This design comes from an exercise in tuning for small area, a short achievable clock period and few clock cycles on the open sky130 flow, not from production work.
In this exercise RTL edits were held to simulation tests only and were not proved equivalent to the original.

==> trial 65: inputs <==
// LASER
module LASER (
	input CLK,
	input RST,
	input [3:0] X,
	input [3:0] Y,
	output reg [3:0] C1X,
	output reg [3:0] C1Y,
	output reg [3:0] C2X,
	output reg [3:0] C2Y,
	output reg DONE
);
make LEC_CHECK=0 ABC_AREA=1 CAP_MARGIN=20 CORE_MARGIN=2 CORE_UTILIZATION=35 SETUP_SLACK_MARGIN=5 SLEW_MARGIN=20 finish   # period 9.0 ns
run.sh (not shown) runs the stock make flow with config.mk's settings and CLKGATE_MAP_FILE= SYNTH_SCRIPT=/design/flow/synth_recipe.tcl, a recipe that flattens the netlist after the stock synthesis.
==> inputs of trial 17, as changes to trial 65 <==
--- a/flow/design.v
+++ b/flow/design.v
@@ -195,20 +195,53 @@
 always @(posedge CLK) begin
 	YB <= ROW; YC <= YB; YD <= YC; YE <= YD;
 end
 wire upd = VE && GE7({1'b0, RMAXE}, {1'b0, Max_Cover});
 wire [3:0] nX = upd ? RPOSE : Max_X;
 wire [3:0] nY = upd ? YE : Max_Y;
 wire nterm = (S ? ({nY, nX} == {C2Y, C2X}) : ({nY, nX} == {C1Y, C1X})) || (&ITER);
-wire guess_at = (State == ST_ROWS) && (ROW == 4'd15);
+reg  [5:0] BAND [0:15];
+reg  [5:0] CNTF;
+reg  [15:0] SK;               
+reg  FV;                      
+wire [5:0] cntf;
+LASER_cnt40 u_cntf (.clk(CLK), .b(PF), .s(cntf));
+wire pf_chg = (State == ST_LOAD) || refresh;
+wire [6:0] lim = {1'b0, Max_Cover} - {1'b0, CNTF};    
+wire [15:0] sk;
+generate
+for (gx = 0; gx < 16; gx = gx + 1) begin : g_band
+	wire inwin = ((Y >= gx) ? (Y - gx) : (gx - Y)) <= 4'd4;
+	always @(posedge CLK) begin
+		if (State == ST_LOAD)
+			BAND[gx] <= ((CNT == 6'd0) ? 6'd0 : BAND[gx]) + {5'd0, inwin};
+	end
+	assign sk[gx] = ~lim[6] && ({1'b0, BAND[gx]} < lim);
+end
+endgenerate
+always @(posedge CLK) begin
+	CNTF <= cntf;
+	FV <= ~pf_chg;
+	SK <= (FV & ~pf_chg) ? sk : 16'd0;
+end
+wire [15:0] after = ~SK & ~((16'd2 << ROW) - 16'd1);
+reg [3:0] nxt;
+integer ni;
+always @* begin
+	nxt = 4'd0;
+	for (ni = 15; ni >= 0; ni = ni - 1)
+		if (after[ni]) nxt = ni;
+end
+wire nxt_none = ~|after;
+wire guess_at = (State == ST_ROWS) && nxt_none;
 wire last_merge = (State == ST_SROWS) && (CNT == 6'd2);
 wire check_at = (State == ST_SROWS) && (CNT == 6'd3);
 wire miss = check_at && ({Max_Y, Max_X} != {SPY, SPX});
 assign yN = (guess_at | miss) ? Max_Y :
-            ((State == ST_ROWS) || (State == ST_SROWS)) ? ROW + 4'd1 : 4'd0;
+            (State == ST_ROWS) ? nxt : (State == ST_SROWS) ? ROW + 4'd1 : 4'd0;
 wire [15:0] full;
 generate
 for (gx = 0; gx < 16; gx = gx + 1) begin : g_full
 	assign full[gx] = (COVC[gx] == 6'd40);
 end
 endgenerate
 wire early = VC & ~SPC & (|full);
@@ -265,16 +298,16 @@
 			if (CNT == 6'd39) begin
 				CNT <= 0;
 				State <= ST_ROWS;
 				ROW <= 0;
 			end
 		end
 		ST_ROWS: begin
-			ROW <= ROW + 1;
-			if (ROW == 4'd15) begin
+			ROW <= nxt;
+			if (nxt_none) begin
 				State <= ST_SREFR;
 				{SPY, SPX} <= {Max_Y, Max_X};
 			end
 		end
 		ST_SREFR: begin
 			CNT <= 0;
 			ROW <= 0;
@@ -418,7 +451,77 @@
     q15 <= t36;
     q16 <= t38;
     q17 <= t40;
     q18 <= t42;
   end
   assign s = {1'b0, t66, t64, t63, t59, t43} + {1'b0, 1'b0, t65, 1'b0, 1'b0, t45};
 endmodule
+module LASER_cnt40 (input clk, input [39:0] b, output [5:0] s);
+  wire t1, t2, t3, t4, t5, t6, t7, t8, t9, t10, t11, t12, t13, t14, t15, t16, t17, t18, t19, t20, t21, t22, t23, t24, t25, t26, t27, t28, t29, t30, t31, t32, t33, t34, t35, t36, t37, t38, t39, t40, t41, t42, t43, t44, t45, t46, t47, t48, t49, t50, t51, t52, t53, t54, t55, t56, t57, t58, t59, t60, t61, t62, t63, t64, t65, t66;
+  assign t1 = b[0] ^ b[1] ^ b[2];
+  assign t2 = (b[0] & b[1]) | (b[0] & b[2]) | (b[1] & b[2]);
+  assign t3 = b[3] ^ b[4] ^ b[5];
+  assign t4 = (b[3] & b[4]) | (b[3] & b[5]) | (b[4] & b[5]);
+  assign t5 = b[6] ^ b[7] ^ b[8];
+  assign t6 = (b[6] & b[7]) | (b[6] & b[8]) | (b[7] & b[8]);
+  assign t7 = b[9] ^ b[10] ^ b[11];
+  assign t8 = (b[9] & b[10]) | (b[9] & b[11]) | (b[10] & b[11]);
+  assign t9 = b[12] ^ b[13] ^ b[14];
+  assign t10 = (b[12] & b[13]) | (b[12] & b[14]) | (b[13] & b[14]);
+  assign t11 = b[15] ^ b[16] ^ b[17];
+  assign t12 = (b[15] & b[16]) | (b[15] & b[17]) | (b[16] & b[17]);
+  assign t13 = b[18] ^ b[19] ^ b[20];
+  assign t14 = (b[18] & b[19]) | (b[18] & b[20]) | (b[19] & b[20]);
+  assign t15 = b[21] ^ b[22] ^ b[23];
+  assign t16 = (b[21] & b[22]) | (b[21] & b[23]) | (b[22] & b[23]);
+  assign t17 = b[24] ^ b[25] ^ b[26];
+  assign t18 = (b[24] & b[25]) | (b[24] & b[26]) | (b[25] & b[26]);
+  assign t19 = b[27] ^ b[28] ^ b[29];
+  assign t20 = (b[27] & b[28]) | (b[27] & b[29]) | (b[28] & b[29]);
+  assign t21 = b[30] ^ b[31] ^ b[32];
+  assign t22 = (b[30] & b[31]) | (b[30] & b[32]) | (b[31] & b[32]);
+  assign t23 = b[33] ^ b[34] ^ b[35];
+  assign t24 = (b[33] & b[34]) | (b[33] & b[35]) | (b[34] & b[35]);
+  assign t25 = b[36] ^ b[37] ^ b[38];
+  assign t26 = (b[36] & b[37]) | (b[36] & b[38]) | (b[37] & b[38]);
+  assign t27 = t1 ^ t3 ^ t5;
+  assign t28 = (t1 & t3) | (t1 & t5) | (t3 & t5);
+  assign t29 = t7 ^ t9 ^ t11;
+  assign t30 = (t7 & t9) | (t7 & t11) | (t9 & t11);
+  assign t31 = t13 ^ t15 ^ t17;
+  assign t32 = (t13 & t15) | (t13 & t17) | (t15 & t17);
+  assign t33 = t19 ^ t21 ^ t23;
+  assign t34 = (t19 & t21) | (t19 & t23) | (t21 & t23);
+  assign t35 = t2 ^ t4 ^ t6;
+  assign t36 = (t2 & t4) | (t2 & t6) | (t4 & t6);
+  assign t37 = t8 ^ t10 ^ t12;
+  assign t38 = (t8 & t10) | (t8 & t12) | (t10 & t12);
+  assign t39 = t14 ^ t16 ^ t18;
+  assign t40 = (t14 & t16) | (t14 & t18) | (t16 & t18);
+  assign t41 = t20 ^ t22 ^ t24;
+  assign t42 = (t20 & t22) | (t20 & t24) | (t22 & t24);
+  assign t43 = t27 ^ t29 ^ t31;
+  assign t44 = (t27 & t29) | (t27 & t31) | (t29 & t31);
+  assign t45 = t33 ^ t25 ^ b[39];
+  assign t46 = (t33 & t25) | (t33 & b[39]) | (t25 & b[39]);
+  assign t47 = t28 ^ t30 ^ t32;
+  assign t48 = (t28 & t30) | (t28 & t32) | (t30 & t32);
+  assign t49 = t34 ^ t35 ^ t37;
+  assign t50 = (t34 & t35) | (t34 & t37) | (t35 & t37);
+  assign t51 = t39 ^ t41 ^ t26;
+  assign t52 = (t39 & t41) | (t39 & t26) | (t41 & t26);
+  assign t53 = t36 ^ t38 ^ t40;
+  assign t54 = (t36 & t38) | (t36 & t40) | (t38 & t40);
+  assign t55 = t44 ^ t46 ^ t47;
+  assign t56 = (t44 & t46) | (t44 & t47) | (t46 & t47);
+  assign t57 = t48 ^ t50 ^ t52;
+  assign t58 = (t48 & t50) | (t48 & t52) | (t50 & t52);
+  assign t59 = t55 ^ t49 ^ t51;
+  assign t60 = (t55 & t49) | (t55 & t51) | (t49 & t51);
+  assign t61 = t56 ^ t57 ^ t53;
+  assign t62 = (t56 & t57) | (t56 & t53) | (t57 & t53);
+  assign t63 = t60 ^ t61 ^ t42;
+  assign t64 = (t60 & t61) | (t60 & t42) | (t61 & t42);
+  assign t65 = t62 ^ t58 ^ t54;
+  assign t66 = (t62 & t58) | (t62 & t54) | (t58 & t54);
+  assign s = {1'b0, t66, t64, t63, t59, t43} + {1'b0, 1'b0, t65, 1'b0, 1'b0, t45};
+endmodule
==> inputs of build 64, as changes to trial 65 <==
--- a/flow/design.v
+++ b/flow/design.v
@@ -68,30 +68,32 @@
 			(r2 & TT(t, gx+2) & ~TT(t, gx-3)) | (r0 & TT(t, gx) & ~TT(t, gx-1));
 		assign M[gx][gi] = PF[gi] | raw[gx];
 	end
 	assign FT[gi] = raw[FXSEL];
 end
 endgenerate
 reg [5:0] COVC [0:15];
+reg [1:0] STC [0:15];         
 generate
 for (gx = 0; gx < 16; gx = gx + 1) begin : g_pc
 	wire [5:0] c;
 	LASER_pc40 u_pc (.clk(CLK), .b(M[gx]), .s(c));
 	always @(posedge CLK) begin
 		COVC[gx] <= c;
+		STC[gx] <= (c <= 6'd3) ? 2'd0 : (c <= 6'd10) ? 2'd1 : (c <= 6'd20) ? 2'd2 : 2'd3;
 	end
 end
 endgenerate
 wire [15:0] k1, k3, k7, k10;
 generate
 for (gx = 0; gx < 16; gx = gx + 1) begin : g_k
-	assign k10[gx] = (COVC[gx] <= 6'd3);
-	assign k7[gx]  = (COVC[gx] > 6'd3) && (COVC[gx] <= 6'd10);
-	assign k3[gx]  = (COVC[gx] > 6'd10) && (COVC[gx] <= 6'd20);
-	assign k1[gx]  = (COVC[gx] > 6'd20);
+	assign k1[gx]  = (STC[gx] == 2'd3);
+	assign k3[gx]  = (STC[gx] == 2'd2);
+	assign k7[gx]  = (STC[gx] == 2'd1);
+	assign k10[gx] = (STC[gx] == 2'd0);
 end
 endgenerate
 function STEP(input [15:0] k1, input [15:0] k3, input [15:0] k7, input [15:0] k10,
               input integer a, input integer b);
 	STEP = (b - a == 1)  ? k1[a]  :
 	       (b - a == 3)  ? k3[a]  :
 	       (b - a == 7)  ? k7[a]  :
@@ -199,15 +201,15 @@
 wire [3:0] nX = upd ? RPOSE : Max_X;
 wire [3:0] nY = upd ? YE : Max_Y;
 wire nterm = (S ? ({nY, nX} == {C2Y, C2X}) : ({nY, nX} == {C1Y, C1X})) || (&ITER);
 wire guess_at = (State == ST_ROWS) && (ROW == 4'd15);
 wire last_merge = (State == ST_SROWS) && (CNT == 6'd2);
 wire check_at = (State == ST_SROWS) && (CNT == 6'd3);
 wire miss = check_at && ({Max_Y, Max_X} != {SPY, SPX});
-assign yN = (guess_at | miss) ? Max_Y :
+assign yN = guess_at ? nY : miss ? Max_Y :
             ((State == ST_ROWS) || (State == ST_SROWS)) ? ROW + 4'd1 : 4'd0;
 wire [15:0] full;
 generate
 for (gx = 0; gx < 16; gx = gx + 1) begin : g_full
 	assign full[gx] = (COVC[gx] == 6'd40);
 end
 endgenerate
@@ -268,15 +270,15 @@
 				ROW <= 0;
 			end
 		end
 		ST_ROWS: begin
 			ROW <= ROW + 1;
 			if (ROW == 4'd15) begin
 				State <= ST_SREFR;
-				{SPY, SPX} <= {Max_Y, Max_X};
+				{SPY, SPX} <= {nY, nX};
 			end
 		end
 		ST_SREFR: begin
 			CNT <= 0;
 			ROW <= 0;
 			State <= ST_SROWS;
 		end
@@ -328,15 +330,15 @@
 			VB <= 0; VC <= 0; VD <= 0; VE <= 0;
 		end
 	end
 end
 endmodule
 module LASER_pc40 (input clk, input [39:0] b, output [5:0] s);
   wire t1, t2, t3, t4, t5, t6, t7, t8, t9, t10, t11, t12, t13, t14, t15, t16, t17, t18, t19, t20, t21, t22, t23, t24, t25, t26, t27, t28, t29, t30, t31, t32, t33, t34, t35, t36, t37, t38, t39, t40, t41, t42, t43, t44, t45, t46, t47, t48, t49, t50, t51, t52, t53, t54, t55, t56, t57, t58, t59, t60, t61, t62, t63, t64, t65, t66;
-  reg q0, q1, q2, q3, q4, q5, q6, q7, q8, q9, q10, q11, q12, q13, q14, q15, q16, q17, q18;
+  reg q0, q1, q2, q3, q4, q5, q6, q7, q8, q9, q10, q11, q12;
   assign t1 = b[0] ^ b[1] ^ b[2];
   assign t2 = (b[0] & b[1]) | (b[0] & b[2]) | (b[1] & b[2]);
   assign t3 = b[3] ^ b[4] ^ b[5];
   assign t4 = (b[3] & b[4]) | (b[3] & b[5]) | (b[4] & b[5]);
   assign t5 = b[6] ^ b[7] ^ b[8];
   assign t6 = (b[6] & b[7]) | (b[6] & b[8]) | (b[7] & b[8]);
   assign t7 = b[9] ^ b[10] ^ b[11];
@@ -371,54 +373,48 @@
   assign t36 = (t2 & t4) | (t2 & t6) | (t4 & t6);
   assign t37 = t8 ^ t10 ^ t12;
   assign t38 = (t8 & t10) | (t8 & t12) | (t10 & t12);
   assign t39 = t14 ^ t16 ^ t18;
   assign t40 = (t14 & t16) | (t14 & t18) | (t16 & t18);
   assign t41 = t20 ^ t22 ^ t24;
   assign t42 = (t20 & t22) | (t20 & t24) | (t22 & t24);
-  assign t43 = q0 ^ q1 ^ q2;
-  assign t44 = (q0 & q1) | (q0 & q2) | (q1 & q2);
-  assign t45 = q3 ^ q4 ^ q5;
-  assign t46 = (q3 & q4) | (q3 & q5) | (q4 & q5);
-  assign t47 = q6 ^ q7 ^ q8;
-  assign t48 = (q6 & q7) | (q6 & q8) | (q7 & q8);
-  assign t49 = q9 ^ q10 ^ q11;
-  assign t50 = (q9 & q10) | (q9 & q11) | (q10 & q11);
-  assign t51 = q12 ^ q13 ^ q14;
-  assign t52 = (q12 & q13) | (q12 & q14) | (q13 & q14);
-  assign t53 = q15 ^ q16 ^ q17;
-  assign t54 = (q15 & q16) | (q15 & q17) | (q16 & q17);
-  assign t55 = t44 ^ t46 ^ t47;
-  assign t56 = (t44 & t46) | (t44 & t47) | (t46 & t47);
-  assign t57 = t48 ^ t50 ^ t52;
-  assign t58 = (t48 & t50) | (t48 & t52) | (t50 & t52);
-  assign t59 = t55 ^ t49 ^ t51;
-  assign t60 = (t55 & t49) | (t55 & t51) | (t49 & t51);
-  assign t61 = t56 ^ t57 ^ t53;
-  assign t62 = (t56 & t57) | (t56 & t53) | (t57 & t53);
-  assign t63 = t60 ^ t61 ^ q18;
-  assign t64 = (t60 & t61) | (t60 & q18) | (t61 & q18);
-  assign t65 = t62 ^ t58 ^ t54;
-  assign t66 = (t62 & t58) | (t62 & t54) | (t58 & t54);
+  assign t43 = t27 ^ t29 ^ t31;
+  assign t44 = (t27 & t29) | (t27 & t31) | (t29 & t31);
+  assign t45 = t33 ^ t25 ^ b[39];
+  assign t46 = (t33 & t25) | (t33 & b[39]) | (t25 & b[39]);
+  assign t47 = t28 ^ t30 ^ t32;
+  assign t48 = (t28 & t30) | (t28 & t32) | (t30 & t32);
+  assign t49 = t34 ^ t35 ^ t37;
+  assign t50 = (t34 & t35) | (t34 & t37) | (t35 & t37);
+  assign t51 = t39 ^ t41 ^ t26;
+  assign t52 = (t39 & t41) | (t39 & t26) | (t41 & t26);
+  assign t53 = t36 ^ t38 ^ t40;
+  assign t54 = (t36 & t38) | (t36 & t40) | (t38 & t40);
+  assign t55 = q2 ^ q3 ^ q4;
+  assign t56 = (q2 & q3) | (q2 & q4) | (q3 & q4);
+  assign t57 = q7 ^ q8 ^ q9;
+  assign t58 = (q7 & q8) | (q7 & q9) | (q8 & q9);
+  assign t59 = t55 ^ q5 ^ q6;
+  assign t60 = (t55 & q5) | (t55 & q6) | (q5 & q6);
+  assign t61 = t56 ^ t57 ^ q10;
+  assign t62 = (t56 & t57) | (t56 & q10) | (t57 & q10);
+  assign t63 = t60 ^ t61 ^ q11;
+  assign t64 = (t60 & t61) | (t60 & q11) | (t61 & q11);
+  assign t65 = t62 ^ t58 ^ q12;
+  assign t66 = (t62 & t58) | (t62 & q12) | (t58 & q12);
   always @(posedge clk) begin
-    q0 <= t27;
-    q1 <= t29;
-    q2 <= t31;
-    q3 <= t33;
-    q4 <= t25;
-    q5 <= b[39];
-    q6 <= t28;
-    q7 <= t30;
-    q8 <= t32;
-    q9 <= t34;
-    q10 <= t35;
-    q11 <= t37;
-    q12 <= t39;
-    q13 <= t41;
-    q14 <= t26;
-    q15 <= t36;
-    q16 <= t38;
-    q17 <= t40;
-    q18 <= t42;
+    q0 <= t43;
+    q1 <= t45;
+    q2 <= t44;
+    q3 <= t46;
+    q4 <= t47;
+    q5 <= t49;
+    q6 <= t51;
+    q7 <= t48;
+    q8 <= t50;
+    q9 <= t52;
+    q10 <= t53;
+    q11 <= t42;
+    q12 <= t54;
   end
-  assign s = {1'b0, t66, t64, t63, t59, t43} + {1'b0, 1'b0, t65, 1'b0, 1'b0, t45};
+  assign s = {1'b0, t66, t64, t63, t59, q0} + {1'b0, 1'b0, t65, 1'b0, 1'b0, q1};
 endmodule
==> summary of the runs <==
- Trial 65 produced a clean layout. Trial 17 completed with no timing, DRC or antenna violations. Build 64 ran to the end with no violations.
- Via count: trial 65 is lower than build 64 (0.67%).
- The highest routed wire length belongs to trial 17, the lowest to build 64.
- Cell count: trial 17 is larger than build 64 (9.6%).
- Critical path depth is the same in trial 65 and build 64.
- Setup slack: trial 17 < build 64 < trial 65.
Testbench counts of trial 65, summed over its fixed seeds: cycles 19,951.
Testbench counts of trial 17, summed over its fixed seeds: cycles 18,944.
Testbench counts of build 64, summed over its fixed seeds: cycles 19,761.

-- separate check: timing with driven ports --
The results above use ideal ports. As a check the final layouts listed here were re-extracted and re-timed, cells and wires unchanged.
Step 1 (the two cells are an assumption about what drives the block):
set clk [get_ports {CLK}]
set_driving_cell -lib_cell sky130_fd_sc_hd__clkbuf_16 $clk
set_driving_cell -lib_cell sky130_fd_sc_hd__buf_2 [delete_from_list [all_inputs] $clk]
Step 2 also shifts input and output timing later by t, the mid clock arrival at the registers, as if the neighbouring blocks saw the same clock.
Slacks: no drivers / after step 1 / after step 2; pairs: no drivers / after step 1.
| run | t (ns) | setup WS [ns] | worst register clock-pin slew, ns | pins driven straight from the clock port |
|---|---|---|---|---|
| trial 65 | 0.912 | 5.087 / 5.064 / 4.758 | 0.08 / 0.08 | 1 |
| trial 17 | 0.933 | 4.467 / 4.467 / 4.445 | 0.08 / 0.08 | 1 |
| build 64 | 0.892 | 4.916 / 4.916 / 4.683 | 0.07 / 0.07 | 1 |
After both steps every run listed still meets setup and hold. The setup slack of trial 65, which loses most, moves by -0.023 ns with the drivers and by -0.329 ns with both steps.
